Context: an optimization exercise on an open-source flow, tuned for small area, a short achievable clock period and few clock cycles per item. The choices shown serve that exercise and are no tape-out recipe.
Where RTL was checked, it was by simulation tests only, not by an equivalence proof against the original.
For runs 2 to 8, only the layout was checked, not whether the RTL still works.

[run.sh]
#!/bin/bash
# synth_recipe.tcl (not shown) runs the flow's synth.tcl, then flattens the netlist and writes it again
# the make line also repeats each setting of config.mk as NAME=value (left out here)
make -C /OpenROAD-flow-scripts/flow DESIGN_CONFIG=/design/flow/config.mk WORK_HOME=/design/flow/orfs CLKGATE_MAP_FILE= SYNTH_SCRIPT=/design/flow/synth_recipe.tcl finish
[config.mk]
export PLATFORM = sky130hd
export DESIGN_NAME = GCD_full
export DESIGN_NICKNAME = GCD_full
export VERILOG_FILES = /design/flow/design.v
export SDC_FILE = /design/flow/constraint.sdc
export NUM_CORES = 4
export LEC_CHECK = 0
export CAP_MARGIN = 20
export CORE_MARGIN = 2
export CORE_UTILIZATION = 40
export SLEW_MARGIN = 20
[constraint.sdc]
create_clock -name core_clock -period 3.6 [get_ports {clk}]
set_input_delay 0.7200 -clock core_clock [delete_from_list [all_inputs] [get_ports {clk}]]
set_output_delay 0.7200 -clock core_clock [all_outputs]
set_load 0.01 [all_outputs]
[design.v]
module GCD_FSM(
   input x_eq_y, x_gt_y, x_lt_y, calculate_new,
   input clk,rstn, 
   output reg x_sel, y_sel, x_ld, y_ld, data_en
   );
   reg [2:0]   state;    
   reg [2:0]   nextstate;
   parameter [2:0] X_Y_LOAD=3'b000;  
   parameter [2:0] COMPARE=3'b001;  
   parameter [2:0] Y_MINUS_X=3'b010;  
   parameter [2:0] X_MINUS_Y=3'b011;  
   parameter [2:0] DATA_READY=3'b100;  
   always @(posedge clk or negedge rstn)
     begin
       if (!rstn)  
         state=X_Y_LOAD;
       else
         state=nextstate;
     end
   always @(state,x_eq_y, x_gt_y, x_lt_y, calculate_new)
     begin
    case (state)        
            X_Y_LOAD:   begin
                            if (calculate_new==1'b1)			                                                nextstate = COMPARE;                                                                       
                            else							                                                    nextstate = X_Y_LOAD;
            end
			COMPARE: 	begin
                            if (x_gt_y==1'b1&&calculate_new==1'b0)                                              nextstate = X_MINUS_Y;
                            else if (x_lt_y==1'b1&&calculate_new==1'b0)                                         nextstate = Y_MINUS_X;
                            else if (x_eq_y==1'b1&&calculate_new==1'b0)                                         nextstate = DATA_READY;
					        else							                                                    nextstate = COMPARE;
            end
			Y_MINUS_X:	begin
                            nextstate = COMPARE;
            end
			X_MINUS_Y:    begin
                            nextstate = COMPARE;
            end
            DATA_READY:    begin
                            nextstate = X_Y_LOAD;
            end
			default:								                                                            nextstate = X_Y_LOAD;
    endcase  
     end  
   always @(state)
 begin
   case (state)
      X_Y_LOAD: 
      begin 
        x_sel <= 1'b1;
        y_sel <= 1'b1;
        x_ld <= 1'b1;
        y_ld <= 1'b1;
        data_en <= 1'b0;
      end
      COMPARE: 
      begin 
        x_sel <= 1'b0;
        y_sel <= 1'b0;
        x_ld <= 1'b0;
        y_ld <= 1'b0;
        data_en <= 1'b0;
      end
      X_MINUS_Y   : 
      begin 
        x_sel <= 1'b0;
        y_sel <= 1'b0;
        x_ld <= 1'b1;
        y_ld <= 1'b0;
        data_en <= 1'b0;
      end
      Y_MINUS_X   : 
      begin 
        x_sel <= 1'b0;
        y_sel <= 1'b0;
        x_ld <= 1'b0;
        y_ld <= 1'b1;
        data_en <= 1'b0;
      end
      DATA_READY   : 
      begin 
        x_sel <= 1'b0;
        y_sel <= 1'b0;
        x_ld <= 1'b0;
        y_ld <= 1'b0;
        data_en <= 1'b1;
      end
    default: begin 
        x_sel <= 1'b1;
        y_sel <= 1'b1;
        x_ld <= 1'b1;
        y_ld <= 1'b1;
        data_en <= 1'b0;
      end
   endcase  
 end
endmodule
module Comparator(
    input [31:0] x_i,
    input [31:0] y_i,
    output x_eq_y, x_gt_y, x_lt_y,
    output [31:0] x_o
);
    assign x_eq_y = (x_i==y_i) ? 1 : 0;
    assign x_gt_y = (x_i>y_i) ? 1 : 0;
    assign x_lt_y = (x_i<y_i) ? 1 : 0;
    assign x_o = x_i;
endmodule
module GCD_Datapath(
input [31:0] x_i,
input [31:0] y_i,
input x_sel, y_sel, x_ld, y_ld, data_en,
input clk,rstn,
output x_eq_y, x_gt_y, x_lt_y,
output [31:0] data_o
);
reg [31:0] output_reg;
wire [31:0] x_o;
wire [31:0] mux_for_x;
wire [31:0] mux_for_y;
wire [31:0] x_sub;
wire [31:0] y_sub;
reg [31:0] x_reg;
reg [31:0] y_reg;
wire [31:0] x_mid;
wire [31:0] y_mid;
assign x_sub = x_reg - y_reg;
assign y_sub = y_reg - x_reg;
assign mux_for_x = (x_sel) ? x_i : x_sub;
assign mux_for_y = (y_sel) ? y_i : y_sub;
always @ (posedge clk or negedge rstn) begin
    if (!rstn) x_reg <= 32'h0000;
    else if (x_ld) x_reg <= mux_for_x;
end
always @ (posedge clk or negedge rstn) begin
    if (!rstn) y_reg <= 32'h0000;
    else if (y_ld) y_reg <= mux_for_y;
end
assign x_mid = x_reg;
assign y_mid = y_reg;
Comparator c1(x_mid, y_mid, x_eq_y, x_gt_y, x_lt_y, x_o);
always @ (posedge clk or negedge rstn) begin
    if (!rstn) output_reg <= 32'h0000;
    else if(data_en) output_reg <= x_o;
end
assign data_o = output_reg;
endmodule
module GCD_full
(
input [31:0] x_i,
input [31:0] y_i,
input calculate_new,     
input clk,         
input rstn,     
output [31:0] data_o,
output data_ready_reg
);
wire x_sel_w, y_sel_w, x_ld_w, y_ld_w, data_en_w, x_eq_y_w, x_gt_y_w, x_lt_y_w;
GCD_FSM fsm(x_eq_y_w, x_gt_y_w, x_lt_y_w, calculate_new, clk, rstn, x_sel_w, y_sel_w, x_ld_w, y_ld_w, data_en_w);
GCD_Datapath dp(x_i, y_i, x_sel_w, y_sel_w, x_ld_w, y_ld_w, data_en_w, clk, rstn, x_eq_y_w, x_gt_y_w, x_lt_y_w, data_o);
assign data_ready_reg = data_en_w;
endmodule
==> results of run 1 <==
worst max-delay path: stages, from the launching register on:
cell      delay, ns
dfrtp_1        0.47
ha_1           0.23
fa_1           0.18
and2b_1        0.20
o31a_1         0.29
o21ai_0        0.44
nand2_1        0.23
a21oi_1        0.39
o21bai_1       0.14
xnor2_1        0.23
a41oi_1        0.15
per-stage QoR:
step	utilization, %	hold WS, ns	cell area [um^2]
finish	48.05	0.3661	9723
global route	48.05	0.4118	9723
CTS	48.05	0.3943	9723
detailed placement	46.61	0.4939	9432
global placement	46.61	0.4910	9432
floorplan	-	0.4244	8229
cell type report:
class	count	area, um^2	share of cell area [%]
clock buffer	13	270.3	2.780
clock inverter	3	21.27	0.2188
inverter	78	292.8	3.011
multi-input combinational	760	5195	53.43
sequential	99	2477	25.48
tap	270	337.8	3.474
timing repair buffer	116	1129	11.61
worst min-delay path by stage:
stage | from | slack, ns | cells past startpoint | endpoint
floorplan | rstn | 0.42 | 0 | dp.output_reg[0]
global placement | dp.output_reg[19] | 0.49 | 1 | dp.output_reg[19]
detailed placement | dp.output_reg[22] | 0.49 | 1 | dp.output_reg[22]
CTS | rstn | 0.39 | 1 | dp.output_reg[4]
global route | rstn | 0.41 | 1 | dp.output_reg[4]
finish | rstn | 0.37 | 1 | dp.output_reg[4]
placed cells by master, fill, tap and decap left out, types with 11 or more instances in the layout:
cell type        synthesis  layout
inv_1                   78      78
a21oi_1                 95      95
a31oi_1                 13      13
o21a_1                  12      12
o22ai_1                 11      11
a22oi_1                 16      16
a211oi_1                17      17
dfrtp_1                 99      99
a21o_1                  33      33
xor2_1                  15      15
ha_1                    63      63
mux2i_1                 12      12
xnor2_1                 29      29
nand2_1                 85      85
nor3_1                  22      22
a221oi_1                11      11
nor2_1                  60      57
nand3_1                 19      19
and3_1                  11      11
mux2_2                  32      32
clkdlybuf4s50_1          0      98
o21ai_0                 73      73
buf_4                    4      17
kinds of logic (layout without fill, tap and decap cells):
logic type                 Yosys count  count (layout)  share of synthesized area [%]
and+or+nand+nor                    259             259                          15.10
buffers and inverters              140             210                          6.933
AOI/OAI and AO/OA                  348             348                          27.28
xor gates and xnor gates            44              44                          4.683
DFF                                 99              99                          30.10
muxes                               44              44                          5.839
adders and majority gates           65              65                          10.07
per-layer routing:
metal	track usage [%]	vias to the layer above	routed length, um
met2	37.31	205	11500
met5	0	-	0
met3	3.272	24	1222
met1	33.81	3625	12240
met4	6.827	0	464
li1	-	3709	-
==> results.yml, run 1 <==
clock_tree:
  cts_resized: 0
  clk_pin_slew_worst_paths_ns: 0.07
  cts.sinks: 99
  cts_tree: "yes"
  post-cts-setup-buffer-count: 0
  cts_buffers: 9
  clk_latency_ns: 0.36
  hold_buffers: 0
  htreeDepth: 3
  clockBufferDepth: 2
  clockRootBuffer: "clkbuf_16"
global_route:
  grt_pass1_wl_mm: 40.28
  grt_pass1_vias: 7288
  grt_usage_pct: 23.59
  antenna_found_initial: 0
  grt_max_degree: 55
  overflow: 0
placement:
  dp.cells: 1323
  post-dp-hpwl_mm: 19.10
  gp_congestion: 0.9078
  portBuffers: 99
  place_ws_ns: 0.5609
detailed_routing:
  avgRoutedWirePerCell_um: 18.99
  wl_mm: 25.42
  first_pass_iters: 5
  drc: 0
  dr_total_vias: 7563
  drt_iter0_markers: 665
  detail-route-antenna-nets: 0
  routed_via_density: 5.648
die:
  initial_utilization_pct: 40.67
  die_h_um: 147.4
  die_w_um: 147.4
  rows: 52
  ios: 100
  core_area_um2: 20230
  die_area_um2: 21740
logic_synthesis:
  synth_edf_count: 0
  synth_seq_area_share_pct: 30.10
  ys_top_cells_by_count: "99 x dfrtp_1, 95 x a21oi_1, 85 x nand2_1"
  syn_avg_cell_area_um2: 8.237
  synth_area_um2: 8229
  syn_nets: 1131
  synth_area_leaders: "dfrtp_1 30%, ha_1 9.6%, a21oi_1 5.8%, o21ai_0 4.4%, mux2_2 4.4%"
  synth.most_common_cell: "dfrtp_1"
  synth_area_leader_cell: "dfrtp_1"
  ys.warnings.count: 2
  ys_async_sr_fraction_pct: 100.0
  postSynthCellCount: 999
  synth_top_area_share_pct: 30.10
  ys.flop_type: "dfrtp_1"
  netlist-cell-type-count: 72
  ys_ff_latch: 99
timing:
  rsz0062_at_grt: "no"
  min_period_over_period_pct: 86.65
  hold_viol_final: 0
  final.setup_skew_ns: 0.01109
  finalSetupViolCount: 0
  slew_headroom_pct: 50.93
  worst_pin_slew_ns: 0.7361
  min_period_ns: 3.119
  fin_setup_tns_ns: 0
  fmax_ghz: 0.3206
  worst_slack_ns: 0.4806
  slew_violations: 0
worst_setup_path:
  critPathMaxFanout: 4
  crit_type: "register to register"
  reg2reg_slack_ns: 0.48
  setup.worst_path.end_class: "register"
  arrival_ns: 3.31
  timing.rr.start: "dp.y_reg[0]"
  reg2reg_depth: 10
  worst_ep_required_time_ns: 3.79
  startpoint: "dp.y_reg[0]"
  crit_path_start_kind: "register"
  endpoint: "dp.x_reg[18]"
  reg2reg_to: "dp.x_reg[18]"
finish:
  area_growth_pct: 18.15
  nets: 1196
  drive_gt1_share_pct: 7.858
  final_cell_count_no_fill: 1339
  antennaDiodeCount: 0
  fillers: 1983
hold_path:
  hp-class: "input pin to asynchronous set/reset pin"
outcome:
  status: "no timing/DRC/antenna violations"
run:
  drv_cap: 0
Testbench counts, summed over its fixed seeds: cycles 284,128, items 960.
==> run 2, diff against run 1 <==
==> design.v (replaced) <==
module GCD_full
(
input [31:0] x_i,
input [31:0] y_i,
input calculate_new,
input clk,
input rstn,
output [31:0] data_o,
output data_ready_reg
);
localparam N = 31;
reg        busy;      
reg        shl;       
reg [4:0]  k;         
reg [31:0] a, b;
reg [31:0] res;
wire ao = a[0];
wire bo = b[0];
wire m_sub  = ao & bo;
wire m_both = ~ao & ~bo;
wire use_a  = ~ao | bo;
wire use_b  = ao;
wire [N-1:0] A = a[31:1] & {N{use_a}};
wire [N-1:0] B = b[31:1] & {N{use_b}};
wire [N-1:0] p = ~(A ^ B);
wire [N-1:0] g = A & ~B;
wire [N-1:0] Gs [0:5];
wire [N-1:0] Ps [0:5];
assign Gs[0] = g;
assign Ps[0] = p;
genvar i, l;
generate
  for (l = 0; l < 5; l = l + 1) begin : lvl
    for (i = 0; i < N; i = i + 1) begin : bt
      if (i >= (1 << l)) begin : node
        assign Gs[l+1][i] = Gs[l][i] | (Ps[l][i] & Gs[l][i-(1<<l)]);
        assign Ps[l+1][i] = Ps[l][i] & Ps[l][i-(1<<l)];
      end else begin : pass
        assign Gs[l+1][i] = Gs[l][i];
        assign Ps[l+1][i] = Ps[l][i];
      end
    end
  end
endgenerate
wire [N-1:0] G = Gs[5];
wire [N-1:0] P = Ps[5];
wire ge = G[N-1] | P[N-1];           
wire eqv = P[N-1];                    
wire [N-1:0] c0 = {G[N-2:0], 1'b0};
wire [N-1:0] c1 = {G[N-2:0] | P[N-2:0], 1'b1};
wire [N-1:0] R = ge ? (p ^ c1) : ~(p ^ c0);
wire [2:0] dl = A[2:0] - B[2:0];
wire [1:0] t = m_both ? 2'd0 : dl[0] ? 2'd0 : dl[1] ? 2'd1 : dl[2] ? 2'd2 : 2'd3;
wire [N-1:0] Rs = R >> t;
wire kz  = (k == 5'd0);
wire k31 = (k == 5'd31);
wire eq  = (m_sub & eqv) | (m_both & k31);
wire done  = busy & kz & (shl | eq);
wire step  = busy & ~shl & ~eq;
wire a_upd = step & (m_both | (~ao & bo) | (m_sub & ge));
wire b_upd = step & ((ao & ~bo) | (m_sub & ~ge));
wire start = ~busy & calculate_new;
assign data_ready_reg = done;
assign data_o = res;
always @(posedge clk or negedge rstn) begin
    if (!rstn) begin
        busy <= 1'b0;
        shl  <= 1'b0;
    end else begin
        if (start) busy <= 1'b1;
        else if (done) busy <= 1'b0;
        if (done) shl <= 1'b0;
        else if (busy & eq & ~kz) shl <= 1'b1;
    end
end
always @(posedge clk) begin
    if (start) begin
        a <= x_i;
        k <= 5'd0;
    end else if (busy & (shl | eq) & ~kz) begin
        a <= {a[30:0], 1'b0};
        k <= k - 5'd1;
    end else begin
        if (a_upd) a <= {1'b0, Rs};
        if (step & m_both) k <= k + 5'd1;
    end
    if (start) b <= y_i;
    else if (step & m_both) b <= {1'b0, b[31:1]};
    else if (b_upd) b <= {1'b0, Rs};
    if (done) res <= a;
end
endmodule
==> results.yml, run 2 <==
worst_setup_path:
  reg2reg_depth: 18
  critPathMaxFanout: 7
  path_cells: "buf_6 -> nand2b_4 -> and2_4 -> ha_4 -> nand4_1 -> nor3_4 -> buf_6 -> a41o_4 -> o31ai_4 -> buf_6 -> buf_6 -> a221o_1 -> o21ai_2 -> xor2_2 -> mux2i_1 -> mux2i_1 -> buf_4 -> a21oi_1"
  cp_top_family: "simple AND/OR/NAND/NOR gates"
  crit_path_start_kind: "register"
  reg2reg_to: "b[7]"
  timing.rr.start: "b[0]"
  cpPeakStageDelay_ns: 0.41
  crit_slowest_cell: "edfxtp_1"
  worst_ep_required_time_ns: 3.71
  arrival_ns: 4.13
  path_common_cell: "buf_6"
  reg2reg_slack_ns: -0.41
  setup.worst_path.end_class: "register"
  crit_type: "register to register"
  cp.buffers_inverters: 5
detailed_routing:
  routed_via_density: 6.147
  drc: 0
  dr_total_vias: 10560
  detail-route-antenna-nets: 0
  drt_iter0_markers: 983
  avgRoutedWirePerCell_um: 23.40
  first_pass_iters: 5
  wl_mm: 40.19
timing:
  slew_headroom_pct: 55.97
  fmax_ghz: 0.2491
  worst_slack_ns: -0.4138
  worst_pin_slew_ns: 0.6581
  final.setup_skew_ns: 0.008188
  min_period_ns: 4.014
  rsz0062_at_grt: "yes"
  min_period_over_period_pct: 111.5
  fin_setup_tns_ns: -27.16
  finalSetupViolCount: 98
  hold_viol_final: 0
  slew_violations: 0
global_route:
  grt_usage_pct: 31.92
  grt_pass1_vias: 10490
  overflow: 0
  grt_pass1_wl_mm: 58.39
  antenna_found_initial: 0
  grt_max_degree: 34
clock_tree:
  clk_pin_slew_worst_paths_ns: 0.08
  cts_tree: "yes"
  hold_buffers: 0
  htreeDepth: 3
  clockBufferDepth: 2
  cts.sinks: 103
  clk_latency_ns: 0.36
  clockRootBuffer: "clkbuf_16"
  cts_buffers: 9
die:
  die_w_um: 152.3
  core_area_um2: 21690
  ios: 100
  die_h_um: 152.3
  die_area_um2: 23200
  initial_utilization_pct: 40.58
  rows: 54
finish:
  drive_gt1_share_pct: 46.18
  nets: 1535
  fillers: 1577
  mostFrequentLayoutCells: "312 x buf_4, 98 x clkdlybuf4s50_1, 97 x nand2_1"
  antennaDiodeCount: 0
  final_common_cell: "buf_4"
  area_growth_pct: 71.30
  design_area_um2: 15080
logic_synthesis:
  synth_edf_count: 96
  synth_area_um2: 8801
  ys_ff_latch: 103
  syn_nets: 1120
  ys.warnings.count: 1
  synth_area_leaders: "edfxtp_1 33%, a21oi_1 5.4%, ha_1 5.0%, nand2_1 4.5%, o21ai_0 3.9%"
  netlist-cell-type-count: 90
  ys_async_sr_fraction_pct: 1.942
  syn_avg_cell_area_um2: 8.645
  ys_top_cells_by_count: "105 x nand2_1, 96 x edfxtp_1, 95 x a21oi_1"
  postSynthCellCount: 1018
  synth_seq_area_share_pct: 34.46
  synth_top_area_share_pct: 32.76
  synth.most_common_cell: "nand2_1"
  synth_area_leader_cell: "edfxtp_1"
  ys.flop_type: "edfxtp_1"
hold_path:
  hp-class: "input pin to asynchronous set/reset pin"
placement:
  place_ws_ns: -0.5781
  post-dp-hpwl_mm: 28.23
  placed_cell_area_um2: 12340
  gp_congestion: 0.9749
  portBuffers: 99
run:
  drv_cap: 0
outcome:
  so_faults: "negative setup slack"
  status: "complete, but fails checks"
run 2: changes by cell type in the layout (fill, tap and decap cells not counted), sizes merged, moves of 21 or more:
cell,before,now
a21o,33,12
edfxtp,0,96
nand2,85,108
and2,7,37
buf,18,376
inv,78,20
o22ai,12,35
ha,63,35
nor2,60,85
dfrtp,99,2
mux2,32,3
run 2: how the worst max path moves through the flow:
stage,startpoint,to,depth (start not counted),slack (ns)
final,b[0],b[7],18,-0.41
after global routing,b[0],a[7],18,-0.54
after CTS,a[0],b[19],16,-0.24
after detailed placement,a[0],a[18],15,-0.58
after global placement,a[0],a[18],15,-0.58
after floorplan,a[0],k[4],22,-0.41
run 2: cell families (layout without fill, tap and decap cells):
logic type	count (synthesis)	after routing	synth area share (%)
AOI/OAI and AO/OA	386	387	29.54
and+or+nand+nor	340	345	19.46
DFF	103	103	34.46
buffers and inverters	93	507	5.033
adders and majority gates	35	35	4.976
xor gates and xnor gates	35	35	3.483
muxes	26	26	3.042
run 2: routing by layer:
metal,up-vias,track usage [%],part of all wire [%]
met4,0,13.66,5.7
met3,145,4.778,7.3
met2,578,54.91,48
li1,4758,-,-
met1,5079,39.99,39
met5,-,0,0
run 2: cell type report:
class | count | area, um^2 | share of cell area, %
clock buffers | 9 | 225.2 | 1.494
clock inverters | 7 | 63.81 | 0.4233
inverters | 16 | 65.06 | 0.4316
multi-input cells | 828 | 7162 | 47.51
flip-flops and latches | 103 | 3033 | 20.12
well taps | 280 | 350.3 | 2.324
repair buffers | 475 | 4177 | 27.70
run 2: repair_timing:
item	in CTS	in global routing
endpoints found under the setup margin	130	130
buffers inserted	48	35
resized for setup	235	132
pin swaps	86	88
gates cloned	6	2
run 2: metrics by stage:
step,util [%],hold slack [ns],std cells
after floorplan,-,0.4174,1018
after global placement,56.88,0.4929,1619
after detailed placement,56.88,0.4920,1619
after CTS,65.30,0.5082,1684
after global routing,69.51,0.5162,1718
final,69.51,0.5111,1718
==> run 3, diff against run 2 <==
--- a/design.v
+++ b/design.v
@@ -32,9 +32,9 @@
 generate
   for (l = 0; l < 5; l = l + 1) begin : lvl
     for (i = 0; i < N; i = i + 1) begin : bt
-      if (i >= (1 << l)) begin : node
-        assign Gs[l+1][i] = Gs[l][i] | (Ps[l][i] & Gs[l][i-(1<<l)]);
-        assign Ps[l+1][i] = Ps[l][i] & Ps[l][i-(1<<l)];
+      if ((i >> l) & 1) begin : node
+        assign Gs[l+1][i] = Gs[l][i] | (Ps[l][i] & Gs[l][((i >> l) << l) - 1]);
+        assign Ps[l+1][i] = Ps[l][i] & Ps[l][((i >> l) << l) - 1];
       end else begin : pass
         assign Gs[l+1][i] = Gs[l][i];
         assign Ps[l+1][i] = Ps[l][i];
==> results.yml, run 3 <==
logic_synthesis:
  synth_edf_count: 96
  ys.warnings.count: 1
  synth_top_area_share_pct: 35.79
  synth_seq_area_share_pct: 37.65
  ys_ff_latch: 103
  ys_async_sr_fraction_pct: 1.942
  ys.flop_type: "edfxtp_1"
  syn_avg_cell_area_um2: 9.154
  synth_area_um2: 8055
  synth.most_common_cell: "edfxtp_1"
  syn_nets: 989
  postSynthCellCount: 880
  netlist-cell-type-count: 74
  ys_top_cells_by_count: "96 x edfxtp_1, 94 x nand2_1, 69 x a21oi_1"
  synth_area_leader_cell: "edfxtp_1"
  synth_area_leaders: "edfxtp_1 36%, ha_1 5.4%, nand2_1 4.4%, a21oi_1 4.3%, and2_1 3.3%"
timing:
  fin_setup_tns_ns: -16.30
  slew_violations: 0
  fmax_ghz: 0.2528
  worst_pin_slew_ns: 0.8823
  rsz0062_at_grt: "yes"
  slew_headroom_pct: 41.12
  finalSetupViolCount: 66
  hold_viol_final: 0
  min_period_over_period_pct: 109.9
  min_period_ns: 3.955
  worst_slack_ns: -0.3551
  final.setup_skew_ns: 0.01089
clock_tree:
  cts.sinks: 103
  clk_latency_ns: 0.36
  clockRootBuffer: "clkbuf_16"
  clockBufferDepth: 2
  clk_pin_slew_worst_paths_ns: 0.07
  cts_buffers: 9
  cts_tree: "yes"
  htreeDepth: 3
detailed_routing:
  avgRoutedWirePerCell_um: 21.72
  route.met2.wl_mm: 15.54
  wl_met1_mm: 13.72
  drc: 0
  first_pass_iters: 5
  routed_via_density: 5.973
  wl_met3_mm: 2.137
  dr_total_vias: 8834
  detail-route-antenna-nets: 0
  drt_iter0_markers: 833
  routed.top_layer: "met4"
  wl_mm: 32.12
global_route:
  grt_pass1_wl_mm: 49.01
  grt_max_degree: 34
  overflow: 0
  grt_usage_pct: 29.42
  antenna_found_initial: 0
  grt_pass1_vias: 8846
finish:
  fillers: 1579
  nets: 1318
  final_common_cell: "buf_4"
  drive_gt1_share_pct: 39.54
  antennaDiodeCount: 0
  final_cell_count_no_fill: 1479
  area_growth_pct: 60.62
  mostFrequentLayoutCells: "237 x buf_4, 98 x clkdlybuf4s50_1, 96 x edfxtp_1"
die:
  die_h_um: 145.9
  ios: 100
  die_w_um: 145.9
  rows: 51
  initial_utilization_pct: 41.12
  die_area_um2: 21290
  core_area_um2: 19590
worst_setup_path:
  crit_path_start_kind: "register"
  crit_slowest_cell: "edfxtp_1"
  path_cells: "nand2b_4 -> buf_4 -> and2_1 -> ha_4 -> nand4_1 -> buf_4 -> or3_4 -> nor2_4 -> nand4_1 -> a21boi_2 -> and2_4 -> clkdlybuf4s15_2"
  crit_type: "register to primary output"
  reg2reg_slack_ns: -0.36
  setup.worst_path.end_class: "primary output"
  reg2reg_to: "b[2]"
  worst_ep_required_time_ns: 2.88
  timing.rr.start: "b[0]"
  critPathMaxFanout: 6
  reg2reg_depth: 16
  cpPeakStageDelay_ns: 0.40
  arrival_ns: 3.24
placement:
  place_ws_ns: -0.5330
  portBuffers: 99
  gp_congestion: 0.9305
  dp.cells: 1429
  post-dp-hpwl_mm: 23.53
outcome:
  so_faults: "negative setup slack"
  status: "complete, but fails checks"
hold_path:
  min_from: "a[31]"
  hold_depth: 0
  min_to: "res[31]"
  hp-class: "register to register"
run:
  drv_cap: 0
[run 3: cell families (layout without fill, tap and decap cells)]
| kind of cell | Yosys count | count (layout) | synth area share (%) |
|---|---|---|---|
| and+or+nand+nor | 274 | 274 | 16.96 |
| AOI/OAI and AO/OA | 325 | 325 | 27.99 |
| buffers and inverters | 89 | 423 | 4.768 |
| xor gates and xnor gates | 32 | 32 | 3.573 |
| adders and majority gates | 42 | 42 | 7.176 |
| DFF | 103 | 103 | 37.65 |
| muxes | 15 | 15 | 1.879 |
[run 3: layout make-up]
cell class,instances,area [um^2],area share [%]
flip-flops and latches,103,3033,23.44
clock inverters,3,22.52,0.1741
inverters,28,105.1,0.8123
clock buffers,13,282.8,2.185
multi-input cells,688,5767,44.57
well taps,265,331.6,2.563
repair buffers,379,3397,26.25
[run 3: per-layer routing]
metal  up-vias  global-route usage (%)
met5         -                       0
met4         0                   9.510
met3        59                   3.950
met2       412                   48.21
met1      4353                   40.34
li1       4010                       -
[run 3: worst max-delay path, delay by kind of cell, from the launching register on]
kind / cells / cell delay [ns]
flip-flops: 1 / 0.40
adder cells (fa/ha/maj): 1 / 0.29
AND/OR/NAND/NOR: 7 / 1.38
AO/OA/AOI/OAI: 1 / 0.23
buffers and inverters: 3 / 0.58
[run 3: stage by stage]
stage	util [%]	instance area [um^2]	hold slack [ns]
2_1_floorplan	-	8260	0.4174
6_report	66.05	12940	0.4603
3_3_place_gp	57.18	11200	0.4382
5_1_grt	66.05	12940	0.4740
3_5_place_dp	57.19	11200	0.4435
4_1_cts	62.77	12300	0.4616
[run 3: how the worst max path moves through the flow]
stage	startpoint	end	cells after the start
2_1_floorplan	b[0]	k[4]	20
3_3_place_gp	b[0]	b[4]	17
3_5_place_dp	a[0]	a[6]	14
4_1_cts	b[0]	a[6]	14
5_1_grt	b[0]	data_ready_reg	12
6_report	b[0]	data_ready_reg	12
[run 3: repair_timing]
| action | 4_1_cts | 5_1_grt |
|---|---|---|
| resized for setup | 140 | 103 |
| cloned | 1 | 1 |
| pin swaps | 63 | 58 |
| setup endpoints to repair | 109 | 132 |
| buffers inserted | 22 | 13 |
| hold buffers | 0 | 0 |
==> run 4, diff against run 3 <==
--- a/design.v
+++ b/design.v
@@ -18,10 +18,8 @@
 wire bo = b[0];
 wire m_sub  = ao & bo;
 wire m_both = ~ao & ~bo;
-wire use_a  = ~ao | bo;
-wire use_b  = ao;
-wire [N-1:0] A = a[31:1] & {N{use_a}};
-wire [N-1:0] B = b[31:1] & {N{use_b}};
+wire [N-1:0] A = a[31:1];
+wire [N-1:0] B = b[31:1] & {N{ao}};
 wire [N-1:0] p = ~(A ^ B);
 wire [N-1:0] g = A & ~B;
 wire [N-1:0] Gs [0:5];
@@ -32,9 +30,9 @@
 generate
   for (l = 0; l < 5; l = l + 1) begin : lvl
     for (i = 0; i < N; i = i + 1) begin : bt
-      if ((i >> l) & 1) begin : node
-        assign Gs[l+1][i] = Gs[l][i] | (Ps[l][i] & Gs[l][((i >> l) << l) - 1]);
-        assign Ps[l+1][i] = Ps[l][i] & Ps[l][((i >> l) << l) - 1];
+      if (i >= (1 << l)) begin : node
+        assign Gs[l+1][i] = Gs[l][i] | (Ps[l][i] & Gs[l][i-(1<<l)]);
+        assign Ps[l+1][i] = Ps[l][i] & Ps[l][i-(1<<l)];
       end else begin : pass
         assign Gs[l+1][i] = Gs[l][i];
         assign Ps[l+1][i] = Ps[l][i];
@@ -57,8 +55,9 @@
 wire eq  = (m_sub & eqv) | (m_both & k31);
 wire done  = busy & kz & (shl | eq);
 wire step  = busy & ~shl & ~eq;
-wire a_upd = step & (m_both | (~ao & bo) | (m_sub & ge));
-wire b_upd = step & ((ao & ~bo) | (m_sub & ~ge));
+wire a_upd = step & ~(ao & ~bo);
+wire b_sh  = step & ~bo;
+wire b_min = step & m_sub & ~ge;
 wire start = ~busy & calculate_new;
 assign data_ready_reg = done;
 assign data_o = res;
@@ -85,8 +84,8 @@
         if (step & m_both) k <= k + 5'd1;
     end
     if (start) b <= y_i;
-    else if (step & m_both) b <= {1'b0, b[31:1]};
-    else if (b_upd) b <= {1'b0, Rs};
+    else if (b_sh) b <= {1'b0, b[31:1]};
+    else if (b_min) b <= a;
     if (done) res <= a;
 end
 endmodule
==> results.yml, run 4 <==
outcome:
  status: "complete, but fails checks"
  so_faults: "negative setup slack"
logic_synthesis:
  syn_nets: 1025
  postSynthCellCount: 913
  synth_top_area_share_pct: 35.28
  synth_area_um2: 8172
  netlist-cell-type-count: 76
  ys_ff_latch: 103
  syn_avg_cell_area_um2: 8.950
  synth_area_leaders: "edfxtp_1 35%, mux2i_1 7.2%, ha_1 6.6%, nand2_1 6.4%, a21oi_1 5.0%"
  ys_top_cells_by_count: "140 x nand2_1, 96 x edfxtp_1, 81 x a21oi_1"
  ys_async_sr_fraction_pct: 1.942
  synth_seq_area_share_pct: 37.12
  ys.warnings.count: 1
  ys.flop_type: "edfxtp_1"
  synth_edf_count: 96
  synth_area_leader_cell: "edfxtp_1"
  synth.most_common_cell: "nand2_1"
finish:
  multi_input_area_um2: 5605
  area_growth_pct: 51.26
  final_util_pct: 61.28
  mostFrequentLayoutCells: "226 x buf_4, 123 x nand2_1, 98 x clkdlybuf4s50_1"
  final_common_cell: "buf_4"
  drive_gt1_share_pct: 33.66
  final_cell_count_no_fill: 1497
  design_area_um2: 12360
  antennaDiodeCount: 0
  fillers: 1797
  seq_area_um2: 3033
  nets: 1334
global_route:
  grt_max_degree: 56
  grt_pass1_wl_mm: 46.17
  grt_pass1_vias: 8131
  antenna_found_initial: 0
  grt_usage_pct: 27.68
  overflow: 0
clock_tree:
  cts_tree: "yes"
  clockRootBuffer: "clkbuf_16"
  clockBufferDepth: 2
  cts_buffers: 9
  clk_pin_slew_worst_paths_ns: 0.07
  cts.sinks: 103
  htreeDepth: 3
  clk_latency_ns: 0.36
  hold_buffers: 0
die:
  die_h_um: 146.9
  ios: 100
  core_area_um2: 20170
  initial_utilization_pct: 40.51
  die_area_um2: 21590
  rows: 52
  die_w_um: 146.9
detailed_routing:
  avgRoutedWirePerCell_um: 21.04
  drt_iter0_markers: 966
  first_pass_iters: 6
  wl_mm: 31.50
  detail-route-antenna-nets: 0
  dr_total_vias: 8676
  routed_via_density: 5.796
  drc: 0
timing:
  worst_slack_ns: -0.04374
  final.setup_skew_ns: 0.005526
  rsz0062_at_grt: "yes"
  worst_pin_slew_ns: 0.7870
  min_period_ns: 3.644
  slew_headroom_pct: 46.98
  hold_viol_final: 0
  hold_slack_ns: 0.4905
  min_period_over_period_pct: 101.2
  fin_setup_tns_ns: -0.1472
  finalSetupViolCount: 7
  slew_violations: 0
  fmax_ghz: 0.2744
worst_setup_path:
  worst_ep_required_time_ns: 3.70
  cpPeakStageDelay_ns: 0.41
  timing.rr.start: "a[0]"
  crit_path_start_kind: "register"
  crit_type: "register to register"
  reg2reg_depth: 15
  crit_slowest_cell: "edfxtp_1"
  setup.worst_path.end_class: "register"
  arrival_ns: 3.74
  reg2reg_slack_ns: -0.04
  reg2reg_to: "a[1]"
  path_cells: "buf_12 -> buf_12 -> nand2_2 -> ha_4 -> nand4_1 -> nor4_2 -> buf_4 -> buf_4 -> a21boi_4 -> nand2b_4 -> mux2i_1 -> xor2_1 -> nand2_1 -> a222oi_1 -> o21ai_1"
  critPathMaxFanout: 8
hold_path:
  min_to: "shl"
  hold_depth: 1
  hp-class: "register to register"
  min_from: "shl"
placement:
  dp.cells: 1461
  placed_cell_area_um2: 11130
  portBuffers: 99
  post-dp-hpwl_mm: 24.28
  place_ws_ns: -0.1381
  gp_congestion: 0.9662
run:
  drv_cap: 0
-- run 4: worst max path at each step --
stage	from	endpoint	slack [ns]	cells past startpoint
floorplan	a[0]	k[4]	0.02	19
global placement	a[0]	a[9]	-0.08	15
global route	a[0]	a[16]	-0.18	18
finish	a[0]	a[1]	-0.04	15
detailed placement	a[0]	a[27]	-0.14	15
CTS	a[0]	data_ready_reg	-0.03	13
-- run 4: worst max-delay path, delay by kind of cell, from the launching register on --
family                   cells  cell delay [ns]
AND/OR/NAND/NOR              5             0.92
XOR/XNOR                     1             0.33
AO/OA/AOI/OAI                3             0.62
multiplexers                 1             0.24
buffers and inverters        4             0.56
adder cells (fa/ha/maj)      1             0.30
flip-flops                   1             0.41
-- run 4: logic make-up after synthesis --
family                     synth area share, %
DFF                                      37.12
AOI/OAI and AO/OA                        22.97
muxes                                    7.778
xor gates and xnor gates                 4.502
buffers and inverters                    3.721
adders and majority gates                7.074
and+or+nand+nor                          16.84
-- run 4: routing by layer --
| metal | share of wire (%) | global-route usage (%) |
|---|---|---|
| met1 | 47 | 43.72 |
| met2 | 43 | 39.46 |
| met3 | 9.0 | 4.348 |
| met4 | 1.4 | 6.346 |
| met5 | 0 | 0 |
-- run 4: repair_timing --
action,4_1_cts,5_1_grt
endpoints found under the setup margin,20,33
cloned,1,0
pin swaps,4,37
hold endpoints to repair,0,0
buffers inserted,2,20
gates resized for setup,15,155
-- run 4: cell type report --
cell class | instances | area share [%]
sequential | 103 | 24.54
multi-input combinational | 748 | 45.35
inverter | 11 | 0.3340
tap | 270 | 2.733
clock buffer | 10 | 1.852
timing repair buffer | 349 | 24.75
clock inverter | 6 | 0.4454
==> run 5, diff against run 4 <==
--- a/config.mk
+++ b/config.mk
@@ -7,5 +7,5 @@
 export LEC_CHECK = 0
 export CAP_MARGIN = 20
 export CORE_MARGIN = 2
-export CORE_UTILIZATION = 40
+export CORE_UTILIZATION = 65
 export SLEW_MARGIN = 20
==> results.yml, run 5 <==
logic_synthesis:
  syn_nets: 1025
  synth_edf_count: 96
  synth.most_common_cell: "nand2_1"
  netlist-cell-type-count: 76
  ys_ff_latch: 103
  synth_seq_area_share_pct: 37.12
  syn_avg_cell_area_um2: 8.950
  postSynthCellCount: 913
  ys_top_cells_by_count: "140 x nand2_1, 96 x edfxtp_1, 81 x a21oi_1"
  ys.warnings.count: 1
  synth_area_um2: 8172
  synth_top_area_share_pct: 35.28
  ys.flop_type: "edfxtp_1"
  synth_area_leaders: "edfxtp_1 35%, mux2i_1 7.2%, ha_1 6.6%, nand2_1 6.4%, a21oi_1 5.0%"
  ys_async_sr_fraction_pct: 1.942
  synth_area_leader_cell: "edfxtp_1"
die:
  die_w_um: 116.1
  rows: 40
  ios: 100
  initial_utilization_pct: 67.19
  die_h_um: 116.1
outcome:
  tool.error: "[ERROR GRT-0232] Routing congestion too high. Check the congestion heatmap in the GUI."
  status: "aborted with a tool error"
  failed_stage: "global routing"
clock_tree:
  clockRootBuffer: "clkbuf_16"
  cts_buffers: 9
  clockBufferDepth: 2
  htreeDepth: 3
  cts.sinks: 103
global_route:
  overflow: 82
  grt_usage_pct: 74.76
  grt_max_degree: 47
placement:
  post-dp-hpwl_mm: 21.36
  gp_congestion: 1.142
  portBuffers: 99
timing:
  worst-ep-kind: "sequential cell input"
  worst_endpoint: "a[1]$_DFFE_PP_/D"
## run 5: cell counts after synthesis
No cell type changed its count.
## run 5: worst max path at each step
| stage | from | end | slack [ns] | depth (start not counted) |
|---|---|---|---|---|
| detailed placement | a[0] | data_ready_reg | -0.09 | 10 |
| global placement | a[0] | data_ready_reg | 0.006 | 10 |
| floorplan | a[0] | k[4] | 0.02 | 19 |
| CTS | a[0] | data_ready_reg | -0.002 | 11 |
## run 5: kinds of logic after synthesis
| family | Yosys count | synth area share (%) |
|---|---|---|
| and+or+nand+nor | 301 | 16.84 |
| AOI/OAI and AO/OA | 296 | 22.97 |
| DFF | 103 | 37.12 |
| buffers and inverters | 63 | 3.721 |
| muxes | 63 | 7.778 |
| adders and majority gates | 45 | 7.074 |
| xor gates and xnor gates | 42 | 4.502 |
## run 5: routing by layer
layer,global-route usage (%),overflow
met5,7.778,0
met4,75.56,33
met3,58.12,1
met2,92.79,47
met1,75.72,1
## run 5: metrics by stage
stage	utilization (%)	std cells	setup slack [ns]	setup TNS, ns	instance area [um^2]
detailed placement	83.77	1250	-0.09099	-0.3234	10190
global placement	83.77	1250	0.006288	0	10190
CTS	87.77	1276	-0.002491	-0.003894	10670
floorplan	-	913	0.02304	0	8240
## run 5: repair_timing
item / in CTS
cloned: 2
gates resized for setup: 26
pin swaps: 7
setup buffers: 8
setup endpoints to repair: 14
endpoints found under the hold margin: 0
hold buffers: 0
==> run 6, diff against run 5 <==
--- a/config.mk
+++ b/config.mk
@@ -8,4 +8,5 @@
 export CAP_MARGIN = 20
 export CORE_MARGIN = 2
 export CORE_UTILIZATION = 65
+export SETUP_SLACK_MARGIN = 0.15
 export SLEW_MARGIN = 20
==> results.yml, run 6 <==
outcome:
  status: "aborted with a tool error"
  failed_stage: "global routing"
  tool.error: "[ERROR GRT-0116] Global routing finished with congestion. Check the congestion regions in the DRC Viewer."
logic_synthesis:
  ys_top_cells_by_count: "140 x nand2_1, 96 x edfxtp_1, 81 x a21oi_1"
  synth_area_um2: 8172
  syn_nets: 1025
  synth_area_leader_cell: "edfxtp_1"
  synth.most_common_cell: "nand2_1"
  ys_ff_latch: 103
  netlist-cell-type-count: 76
  synth_area_leaders: "edfxtp_1 35%, mux2i_1 7.2%, ha_1 6.6%, nand2_1 6.4%, a21oi_1 5.0%"
  syn_avg_cell_area_um2: 8.950
  ys.flop_type: "edfxtp_1"
  synth_edf_count: 96
  postSynthCellCount: 913
  ys_async_sr_fraction_pct: 1.942
  ys.warnings.count: 1
  synth_seq_area_share_pct: 37.12
  synth_top_area_share_pct: 35.28
global_route:
  grt_usage_pct: 67.89
  grt_pass1_wl_mm: 67.85
  grt_pass1_vias: 11500
  grt_max_degree: 43
  overflow: 3
clock_tree:
  htreeDepth: 3
  clockBufferDepth: 2
  cts_buffers: 9
  clockRootBuffer: "clkbuf_16"
  cts.sinks: 103
  hold_buffers: 0
die:
  ios: 100
  die_h_um: 116.1
  rows: 40
  die_w_um: 116.1
  initial_utilization_pct: 67.19
placement:
  placed_cell_area_um2: 10190
  portBuffers: 99
  post-dp-hpwl_mm: 21.87
  gp_congestion: 1.162
run 6: metal layers:
metal  GRT usage [%]  GRT overflow
met5           23.33             0
met4           59.76             1
met3           51.17             0
met2           86.55             2
met1           70.11             0
run 6: metrics by stage:
step	setup WS, ns	hold WS, ns	std cells	TNS (ns)
after detailed placement	-0.2005	0.4875	1246	-1.373
after CTS	0.01355	0.5033	1305	0
after global placement	0.01961	0.4684	1246	0
after floorplan	0.1377	0.4244	913	0
run 6: logic make-up after synthesis:
logic type | count (synthesis) | synth area share, %
fa+ha+maj | 45 | 7.074
flops | 103 | 37.12
compound gates | 296 | 22.97
simple gates | 301 | 16.84
xor+xnor | 42 | 4.502
buf+inv | 63 | 3.721
mux | 63 | 7.778
run 6: worst max-delay path by stage:
| stage | from | end | slack, ns | cells after the start |
|---|---|---|---|---|
| floorplan | a[0] | a[1] | 0.14 | 16 |
| global placement | a[0] | a[20] | 0.02 | 16 |
| detailed placement | a[0] | k[4] | -0.20 | 20 |
| CTS | a[0] | a[1] | 0.01 | 16 |
run 6: what timing repair did:
| action | in CTS |
|---|---|
| resized for setup | 158 |
| cloned | 3 |
| pin swaps | 57 |
| endpoints found under the setup margin | 37 |
| setup buffers | 40 |
==> run 7, diff against run 6 <==
--- a/config.mk
+++ b/config.mk
@@ -7,6 +7,6 @@
 export LEC_CHECK = 0
 export CAP_MARGIN = 20
 export CORE_MARGIN = 2
-export CORE_UTILIZATION = 65
-export SETUP_SLACK_MARGIN = 0.15
+export CORE_UTILIZATION = 40
+export SETUP_SLACK_MARGIN = 0.2
 export SLEW_MARGIN = 20
==> results.yml, run 7 <==
outcome:
  status: "complete, but fails checks"
  so_faults: "negative setup slack"
logic_synthesis:
  synth_top_area_share_pct: 35.28
  syn_nets: 1025
  netlist-cell-type-count: 76
  syn_avg_cell_area_um2: 8.950
  ys_top_cells_by_count: "140 x nand2_1, 96 x edfxtp_1, 81 x a21oi_1"
  ys.warnings.count: 1
  synth.most_common_cell: "nand2_1"
  synth_area_leaders: "edfxtp_1 35%, mux2i_1 7.2%, ha_1 6.6%, nand2_1 6.4%, a21oi_1 5.0%"
  ys_ff_latch: 103
  synth_seq_area_share_pct: 37.12
  synth_area_um2: 8172
  synth_area_leader_cell: "edfxtp_1"
  synth_edf_count: 96
  postSynthCellCount: 913
  ys_async_sr_fraction_pct: 1.942
  ys.flop_type: "edfxtp_1"
finish:
  seq_area_um2: 3033
  final_common_cell: "buf_4"
  drive_gt1_share_pct: 40.11
  area_growth_pct: 62.52
  fillers: 1638
  nets: 1361
  antennaDiodeCount: 0
  final_util_pct: 65.84
  mostFrequentLayoutCells: "235 x buf_4, 108 x nand2_1, 98 x clkdlybuf4s50_1"
  multi_input_area_um2: 6105
timing:
  rsz0062_at_grt: "yes"
  hold_viol_final: 0
  hold_slack_ns: 0.5100
  worst_slack_ns: -0.1478
  worst_pin_slew_ns: 0.8565
  slew_headroom_pct: 42.30
  min_period_ns: 3.748
  fmax_ghz: 0.2668
  min_period_over_period_pct: 104.1
  finalSetupViolCount: 16
  slew_violations: 0
  final.setup_skew_ns: 0.01253
detailed_routing:
  routed_via_density: 5.821
  first_pass_iters: 5
  avgRoutedWirePerCell_um: 21.84
  drt_iter0_markers: 959
  wl_mm: 33.28
  detail-route-antenna-nets: 0
  routed.top_layer: "met4"
  wl_met3_mm: 2.521
  dr_total_vias: 8871
  drc: 0
  route.met2.wl_mm: 14.87
  wl_met1_mm: 15.26
clock_tree:
  hold_buffers: 0
  htreeDepth: 3
  clk_latency_ns: 0.36
  cts_tree: "yes"
  cts.sinks: 103
  cts_buffers: 9
  clockRootBuffer: "clkbuf_16"
  clockBufferDepth: 2
  clk_pin_slew_worst_paths_ns: 0.08
worst_setup_path:
  startpoint: "a[0]"
  timing.rr.start: "a[0]"
  endpoint: "a[23]"
  crit_path_start_kind: "register"
  reg2reg_slack_ns: -0.15
  worst_ep_required_time_ns: 3.71
  setup.worst_path.end_class: "register"
  critPathMaxFanout: 5
  arrival_ns: 3.85
  reg2reg_depth: 21
  reg2reg_to: "a[23]"
  crit_type: "register to register"
die:
  die_area_um2: 21590
  rows: 52
  die_h_um: 146.9
  ios: 100
  core_area_um2: 20170
  initial_utilization_pct: 40.51
  die_w_um: 146.9
run:
  drv_cap: 0
global_route:
  antenna_found_initial: 0
  overflow: 0
  grt_pass1_vias: 8653
  grt_max_degree: 56
  grt_pass1_wl_mm: 49.66
  grt_usage_pct: 29.59
placement:
  post-dp-hpwl_mm: 24.38
  gp_congestion: 0.9704
  portBuffers: 99
hold_path:
  hp-class: "input pin to asynchronous set/reset pin"
-- run 7: area by class of cell --
cell class                 instances  area share, %
timing repair buffer             377          26.07
sequential                       103          22.84
multi-input combinational        747          45.97
inverter                          11         0.3486
clock buffer                      10          1.724
tap                              270          2.544
clock inverter                     6         0.5088
-- run 7: routing by layer --
| layer | track usage [%] | vias to the layer above |
|---|---|---|
| li1 | - | 4089 |
| met5 | 0 | - |
| met4 | 7.163 | 0 |
| met3 | 4.814 | 53 |
| met1 | 44.52 | 4333 |
| met2 | 44.55 | 396 |
-- run 7: worst max-delay path, cell delays in order, from the launching register on --
cell	delay, ns
edfxtp_1	0.39
buf_6	0.14
buf_6	0.10
buf_16	0.12
nand2_2	0.08
ha_4	0.29
nand4_1	0.25
buf_4	0.24
buf_4	0.12
buf_4	0.12
buf_4	0.12
buf_4	0.12
buf_4	0.12
buf_4	0.13
nor2_4	0.09
a21oi_2	0.07
xor2_1	0.17
mux2i_1	0.15
buf_4	0.18
buf_4	0.14
a221oi_2	0.25
a21oi_1	0.10
-- run 7: cells by family after synthesis --
logic type | share of synthesized area [%]
compound gates | 22.97
fa+ha+maj | 7.074
buf+inv | 3.721
flops | 37.12
xor+xnor | 4.502
mux | 7.778
simple gates | 16.84
-- run 7: repair_timing --
| action | CTS | global route |
|---|---|---|
| setup buffers | 33 | 17 |
| endpoints found under the setup margin | 72 | 144 |
| pin swaps | 62 | 54 |
| cloned | 2 | 7 |
| resized for setup | 167 | 88 |
-- run 7: per-stage QoR --
| step | TNS, ns | setup WS (ns) | std cells | area (um^2) |
|---|---|---|---|---|
| final | -0.8476 | -0.1478 | 1524 | 13280 |
| after global routing | -5.193 | -0.2355 | 1524 | 13280 |
| after CTS | 0 | 0.02200 | 1500 | 12580 |
| after detailed placement | -1.812 | -0.2751 | 1449 | 11190 |
| after global placement | -1.493 | -0.3228 | 1449 | 11190 |
| after floorplan | 0 | 0.1577 | 913 | 8424 |
-- run 7: worst min-delay path by stage --
stage,startpoint,end,slack [ns],cells after the start
6_report,rstn,shl,0.51,1
5_1_grt,rstn,shl,0.52,1
4_1_cts,shl,shl,0.50,1
3_5_place_dp,shl,shl,0.49,1
3_3_place_gp,shl,shl,0.48,1
2_1_floorplan,rstn,busy,0.42,0
==> run 8, diff against run 7 <==
--- a/config.mk
+++ b/config.mk
@@ -7,6 +7,6 @@
 export LEC_CHECK = 0
 export CAP_MARGIN = 20
 export CORE_MARGIN = 2
-export CORE_UTILIZATION = 40
+export CORE_UTILIZATION = 50
 export SETUP_SLACK_MARGIN = 0.2
 export SLEW_MARGIN = 20
==> results.yml, run 8 <==
timing:
  min_period_ns: 3.843
  worst_pin_slew_ns: 0.6029
  hold_viol_final: 0
  min_period_over_period_pct: 106.8
  slew_violations: 0
  final.setup_skew_ns: 0.008449
  fmax_ghz: 0.2602
  worst_slack_ns: -0.2433
  rsz0062_at_grt: "yes"
  finalSetupViolCount: 63
  slew_headroom_pct: 59.71
detailed_routing:
  routed_via_density: 6.531
  dr_total_vias: 9483
  detail-route-antenna-nets: 0
  avgRoutedWirePerCell_um: 25.34
  drt_iter0_markers: 1230
  wl_mm: 36.79
  first_pass_iters: 5
  drc: 0
placement:
  dp.cells: 1376
  portBuffers: 99
  post-dp-hpwl_mm: 25.20
  gp_congestion: 0.9962
logic_synthesis:
  synth_area_um2: 8172
  synth.most_common_cell: "nand2_1"
  synth_edf_count: 96
  ys_async_sr_fraction_pct: 1.942
  syn_avg_cell_area_um2: 8.950
  ys_top_cells_by_count: "140 x nand2_1, 96 x edfxtp_1, 81 x a21oi_1"
  postSynthCellCount: 913
  syn_nets: 1025
  ys.warnings.count: 1
  ys.flop_type: "edfxtp_1"
  ys_ff_latch: 103
  synth_area_leaders: "edfxtp_1 35%, mux2i_1 7.2%, ha_1 6.6%, nand2_1 6.4%, a21oi_1 5.0%"
  synth_area_leader_cell: "edfxtp_1"
  synth_top_area_share_pct: 35.28
  netlist-cell-type-count: 76
  synth_seq_area_share_pct: 37.12
finish:
  final_cell_count_no_fill: 1452
  final_common_cell: "buf_4"
  antennaDiodeCount: 0
  fillers: 915
  drive_gt1_share_pct: 39.40
  area_growth_pct: 61.51
  mostFrequentLayoutCells: "214 x buf_4, 113 x nand2_1, 98 x clkdlybuf4s50_1"
  nets: 1343
worst_setup_path:
  setup.worst_path.end_class: "register"
  path_common_cell: "buf_6"
  arrival_ns: 3.95
  crit_slowest_cell: "edfxtp_1"
  crit_type: "register to register"
  reg2reg_depth: 20
  path_cells: "buf_6 -> buf_12 -> buf_16 -> nand2_4 -> ha_4 -> nand4_1 -> buf_4 -> nor4_4 -> buf_4 -> buf_12 -> nand4_1 -> buf_4 -> buf_6 -> buf_6 -> buf_6 -> nand3_2 -> or2_4 -> clkbuf_16 -> mux2i_1 -> o21ai_1"
  crit_path_start_kind: "register"
  critPathMaxFanout: 7
  cpPeakStageDelay_ns: 0.37
  reg2reg_slack_ns: -0.24
  timing.rr.start: "a[0]"
  reg2reg_to: "b[1]"
  worst_ep_required_time_ns: 3.71
clock_tree:
  htreeDepth: 3
  clk_pin_slew_worst_paths_ns: 0.08
  clk_latency_ns: 0.36
  cts.sinks: 103
  clockRootBuffer: "clkbuf_16"
  cts_tree: "yes"
  clockBufferDepth: 2
  cts_buffers: 9
global_route:
  grt_usage_pct: 38.67
  overflow: 0
  grt_pass1_vias: 9013
  grt_max_degree: 48
  antenna_found_initial: 0
  grt_pass1_wl_mm: 51.82
die:
  core_area_um2: 15940
  die_h_um: 131.8
  die_w_um: 131.8
  rows: 46
  die_area_um2: 17380
  initial_utilization_pct: 51.26
  ios: 100
run:
  drv_cap: 0
outcome:
  so_faults: "negative setup slack"
  status: "complete, but fails checks"
hold_path:
  hp-class: "input pin to asynchronous set/reset pin"
==> run 8: cell counts after synthesis <==
Identical to the previous run, type by type.
==> run 8: worst max path at each step <==
stage	start	to	slack, ns	cells after the start
2_1_floorplan	a[0]	a[1]	0.16	16
3_3_place_gp	a[0]	a[21]	-0.55	15
4_1_cts	a[0]	k[4]	-0.05	21
5_1_grt	a[0]	b[1]	-0.29	20
3_5_place_dp	a[0]	a[21]	-0.57	15
6_report	a[0]	b[1]	-0.24	20
==> run 8: logic make-up (layout without fill, tap and decap cells) <==
| logic type | after synthesis | after routing | synth area share [%] |
|---|---|---|---|
| simple gates | 301 | 301 | 16.84 |
| compound gates | 296 | 296 | 22.97 |
| mux | 63 | 63 | 7.778 |
| xor+xnor | 42 | 42 | 4.502 |
| fa+ha+maj | 45 | 45 | 7.074 |
| buf+inv | 63 | 386 | 3.721 |
| flops | 103 | 103 | 37.12 |
==> run 8: repair_timing <==
action,in CTS,in global routing
setup buffers,29,18
pin swaps,50,68
gates resized for setup,127,167
cloned,4,9
hold buffers,0,0
setup endpoints to repair,98,165
==> run 8: layout make-up <==
class | count | area (um^2) | area share, %
Clock buffer | 10 | 239.0 | 1.811
Clock inverter | 6 | 42.54 | 0.3223
Inverter | 11 | 43.79 | 0.3318
Multi-Input combinational cell | 747 | 6155 | 46.63
Sequential cell | 103 | 3033 | 22.98
Tap cell | 216 | 270.3 | 2.048
Timing Repair Buffer | 359 | 3415 | 25.87
==> run 8: stage by stage <==
step | area (um^2) | hold slack [ns] | worst slack (ns) | util (%) | TNS (ns)
floorplan | 8424 | 0.4244 | 0.1577 | - | 0
detailed placement | 10980 | 0.4864 | -0.5666 | 68.86 | -4.830
finish | 13200 | 0.5183 | -0.2433 | 82.78 | -7.504
global placement | 10980 | 0.4756 | -0.5505 | 68.86 | -4.083
CTS | 12190 | 0.5015 | -0.05410 | 76.49 | -0.1923
global route | 13200 | 0.5266 | -0.2941 | 82.78 | -14.48
==> run 8: critical path, delay by kind of cell (launching register included) <==
family / cells / cell delay [ns]
AOI/OAI and AO/OA: 1 / 0.09
DFF: 1 / 0.37
muxes: 1 / 0.26
buffers and inverters: 11 / 1.61
and+or+nand+nor: 6 / 0.95
adders and majority gates: 1 / 0.27
==> run 8: per-layer routing <==
metal	up-vias	GRT usage, %	share of wire (%)
met5	-	0	0
met4	0	16.06	5.3
met3	181	6.690	11
met2	771	63.99	47
met1	4467	50.33	37
li1	4064	-	-
==> run 9, diff against run 8 <==
==> design.v (replaced) <==
module GCD_full
(
input [31:0] x_i,
input [31:0] y_i,
input calculate_new,
input clk,
input rstn,
output [31:0] data_o,
output data_ready_reg
);
reg        busy;      
reg        shl;       
reg [4:0]  k;         
reg [31:0] a, b;
reg [31:0] res;
wire eq     = (a == b);
wire sub_en = a[0] & b[0];
wire [32:0] da = {1'b0, a} - {1'b0, b & {32{sub_en}}};
wire [31:0] db = b - (a & {32{sub_en}});
wire a_lt_b = da[32];
wire kz     = (k == 5'd0);
wire done   = busy & kz & (shl | eq);
wire step   = busy & ~shl & ~eq;
wire a_upd  = step & (~a[0] | (sub_en & ~a_lt_b));
wire b_upd  = step & (~b[0] | (sub_en &  a_lt_b));
wire start  = ~busy & calculate_new;
assign data_ready_reg = done;
assign data_o = res;
always @(posedge clk or negedge rstn) begin
    if (!rstn) begin
        busy <= 1'b0;
        shl  <= 1'b0;
    end else begin
        if (start) busy <= 1'b1;
        else if (done) busy <= 1'b0;
        if (done) shl <= 1'b0;
        else if (busy & eq & ~kz) shl <= 1'b1;
    end
end
always @(posedge clk) begin
    if (start) begin
        a <= x_i;
        k <= 5'd0;
    end else if (busy & (shl | eq) & ~kz) begin
        a <= {a[30:0], 1'b0};
        k <= k - 5'd1;
    end else if (a_upd) begin
        a <= da[32:1];
    end
    if (step & ~a[0] & ~b[0]) k <= k + 5'd1;
    if (start) b <= y_i;
    else if (b_upd) b <= db[31:1];
    if (done) res <= a;
end
endmodule
--- a/config.mk
+++ b/config.mk
@@ -7,6 +7,5 @@
 export LEC_CHECK = 0
 export CAP_MARGIN = 20
 export CORE_MARGIN = 2
-export CORE_UTILIZATION = 50
-export SETUP_SLACK_MARGIN = 0.2
+export CORE_UTILIZATION = 40
 export SLEW_MARGIN = 20
==> results.yml, run 9 <==
detailed_routing:
  drc: 0
  avgRoutedWirePerCell_um: 18.95
  detail-route-antenna-nets: 0
  first_pass_iters: 7
  drt_iter0_markers: 593
  routed_via_density: 5.645
  wl_mm: 25.38
  dr_total_vias: 7559
worst_setup_path:
  worst_ep_required_time_ns: 3.68
  startpoint: "a[0]"
  crit_path_start_kind: "register"
  reg2reg_depth: 14
  crit_slowest_cell: "edfxtp_1"
  cpPeakStageDelay_ns: 0.41
  cp_top_family: "compound AO/OA/AOI/OAI gates"
  arrival_ns: 3.60
  path_common_cell: "buf_12"
  endpoint: "b[31]"
  path_cells: "ha_4 -> buf_12 -> nand2_8 -> fa_2 -> a211oi_2 -> o21bai_2 -> o2111ai_2 -> a311oi_2 -> a41o_1 -> a21o_1 -> or2_4 -> a41oi_4 -> buf_12 -> clkbuf_16"
  cp_num_cells: 14
  reg2reg_slack_ns: 0.08
  reg2reg_to: "b[31]"
  cp.buffers_inverters: 3
  setup.worst_path.end_class: "register"
  timing.rr.start: "a[0]"
  critPathMaxFanout: 11
  crit_type: "register to register"
timing:
  hold_slack_ns: 0.5503
  slew_headroom_pct: 52.84
  min_period_over_period_pct: 97.82
  min_period_ns: 3.521
  fmax_ghz: 0.2840
  worst_slack_ns: 0.07859
  finalSetupViolCount: 0
  worst_pin_slew_ns: 0.7073
  rsz0062_at_grt: "yes"
  hold_viol_final: 0
  slew_violations: 0
  final.setup_skew_ns: 0.009598
logic_synthesis:
  ys_top_cells_by_count: "167 x nand2_1, 101 x edfxtp_1, 77 x a21oi_1"
  synth_seq_area_share_pct: 36.66
  synth_mux_area_share_pct: 0.7289
  ys_ff_latch: 103
  synth_top_area_share_pct: 36.06
  synth_area_leader_cell: "edfxtp_1"
  synth_area_um2: 8411
  ys_async_sr_fraction_pct: 1.942
  synth.most_common_cell: "nand2_1"
  postSynthCellCount: 939
  synth_compound_area_share_pct: 22.42
  synth_area_leaders: "edfxtp_1 36%, ha_1 9.5%, nand2_1 7.5%, xnor2_1 5.2%, a21oi_1 4.6%"
  yosys.area_share.adder_pct: 9.997
  synth_xor_area_share_pct: 8.435
  synth_top_family_by_area: "compound AO/OA/AOI/OAI gates"
  syn_avg_cell_area_um2: 8.957
  ys.warnings.count: 1
  synthSimpleGateAreaFrac_pct: 18.89
  ys.flop_type: "edfxtp_1"
  syn_nets: 1072
  netlist-cell-type-count: 78
  synth_edf_count: 101
outcome:
  status: "no timing/DRC/antenna violations"
global_route:
  grt_pass1_vias: 7120
  grt_max_degree: 59
  overflow: 0
  grt_usage_pct: 22.55
  grt_pass1_wl_mm: 38.83
  antenna_found_initial: 0
placement:
  portBuffers: 99
  placed_cell_area_um2: 9980
  post-dp-hpwl_mm: 19.11
  gp_congestion: 0.9420
  place_ws_ns: 0.08162
clock_tree:
  cts_tree: "yes"
  cts.sinks: 103
  clk_pin_slew_worst_paths_ns: 0.08
  clockRootBuffer: "clkbuf_16"
  clockBufferDepth: 2
  htreeDepth: 3
  clk_latency_ns: 0.36
  cts_buffers: 9
  hold_buffers: 0
die:
  die_h_um: 149.0
  rows: 53
  initial_utilization_pct: 40.39
  ios: 100
  core_area_um2: 20820
  die_area_um2: 22200
  die_w_um: 149.0
finish:
  final_util_pct: 50.72
  drive_gt1_share_pct: 10.81
  mostFrequentLayoutCells: "166 x nand2_1, 101 x edfxtp_1, 99 x clkdlybuf4s50_1"
  nets: 1192
  antennaDiodeCount: 0
  final_common_cell: "nand2_1"
  area_growth_pct: 25.57
  design_area_um2: 10560
run:
  drv_cap: 0
hold_path:
  hp-class: "register to register"
-- run 9: cell types whose count changed in the layout (fill, tap and decap cells not counted), moves of 19 or more --
cell	previous run	this run
a21o_1	13	36
a21oi_1	58	77
buf_4	214	44
buf_6	19	0
ha_1	17	61
ha_4	22	3
mux2i_1	41	5
nand2_1	113	166
nand2_2	19	0
o21ai_1	43	1
xnor2_1	18	49
-- run 9: layer usage --
metal | up-vias | share of wire (%) | track usage, % | routed length, um
li1 | 3713 | - | - | -
met1 | 3557 | 48 | 34.37 | 12210
met2 | 266 | 43 | 33.04 | 10910
met3 | 23 | 7.3 | 3.333 | 1840
met4 | 0 | 1.6 | 6.429 | 410
met5 | - | 0 | 0 | 0
-- run 9: worst min path at each step --
stage               start    to  slack (ns)  depth (start not counted)
floorplan            rstn  busy        0.42                          0
global placement      shl   shl        0.52                          2
detailed placement    shl   shl        0.52                          2
CTS                   shl   shl        0.55                          2
global route         rstn  busy        0.57                          1
finish                shl   shl        0.55                          2
-- run 9: final cells by class --
| type | count | area [um^2] |
|---|---|---|
| timing repair buffer | 152 | 1521 |
| fill | 2010 | 10260 |
| clock inverter | 7 | 77.57 |
| clock buffer | 9 | 225.2 |
| multi-input combinational | 775 | 5243 |
| sequential | 103 | 3083 |
| tap | 275 | 344.1 |
| inverter | 18 | 67.56 |
-- run 9: metrics by stage --
step	cells	TNS, ns
after floorplan	939	-5.828
after global placement	1308	0
after detailed placement	1308	0
after CTS	1324	0
after global routing	1339	-0.6688
final	1339	0
-- run 9: worst min-delay path, delay by kind of cell (launching register included) --
family / cells / cell delay, ns
AO/OA/AOI/OAI: 1 / 0.06
buffers and inverters: 1 / 0.05
flip-flops: 1 / 0.40
-- run 9: what timing repair did --
action                     CTS  global route
setup endpoints to repair    1            70
setup buffers                0            10
gates resized for setup      3             7
gates cloned                 0             6
pin swaps                    0            10
-- run 9: logic make-up after synthesis --
group           count (synthesis)
fa+ha+maj                      66
compound gates                272
buf+inv                        62
simple gates                  349
flops                         103
mux                             6
xor+xnor                       81
Testbench counts of run 9, summed over its fixed seeds: cycles 39,516, items 960.

## afterwards: timing with drivers on the ports
In the flow no input, the clock included, has a driving cell. The finished layouts below were timed again as built, in two steps. Step 1 (the two cells are an assumption about what drives the block):
set clk [get_ports {clk}]
set_driving_cell -lib_cell sky130_fd_sc_hd__clkbuf_16 $clk
set_driving_cell -lib_cell sky130_fd_sc_hd__buf_2 [delete_from_list [all_inputs] $clk]
Step 2 adds t to the input delays and takes it off the output delays; t is the mean of the earliest and latest rising clock arrival at the registers after step 1. Input paths then give back, and output paths get back, about the clock's delay inside the block. a / b / c = no drivers / after step 1 / after step 2; a / b = the first two.
run | shift t [ns] | slack for setup (ns) | cell pins on the clock port's net
run 1 | 0.401 | 0.481 / 0.481 / 0.481 | 1
run 2 | 0.396 | -0.414 / -0.414 / -0.414 | 1
run 3 | 0.404 | -0.355 / -0.403 / -0.347 | 1
run 4 | 0.401 | -0.044 / -0.044 / -0.044 | 1
run 7 | 0.406 | -0.148 / -0.148 / -0.148 | 1
run 8 | 0.405 | -0.243 / -0.243 / -0.243 | 1
run 9 | 0.400 | 0.079 / 0.038 / 0.079 | 1
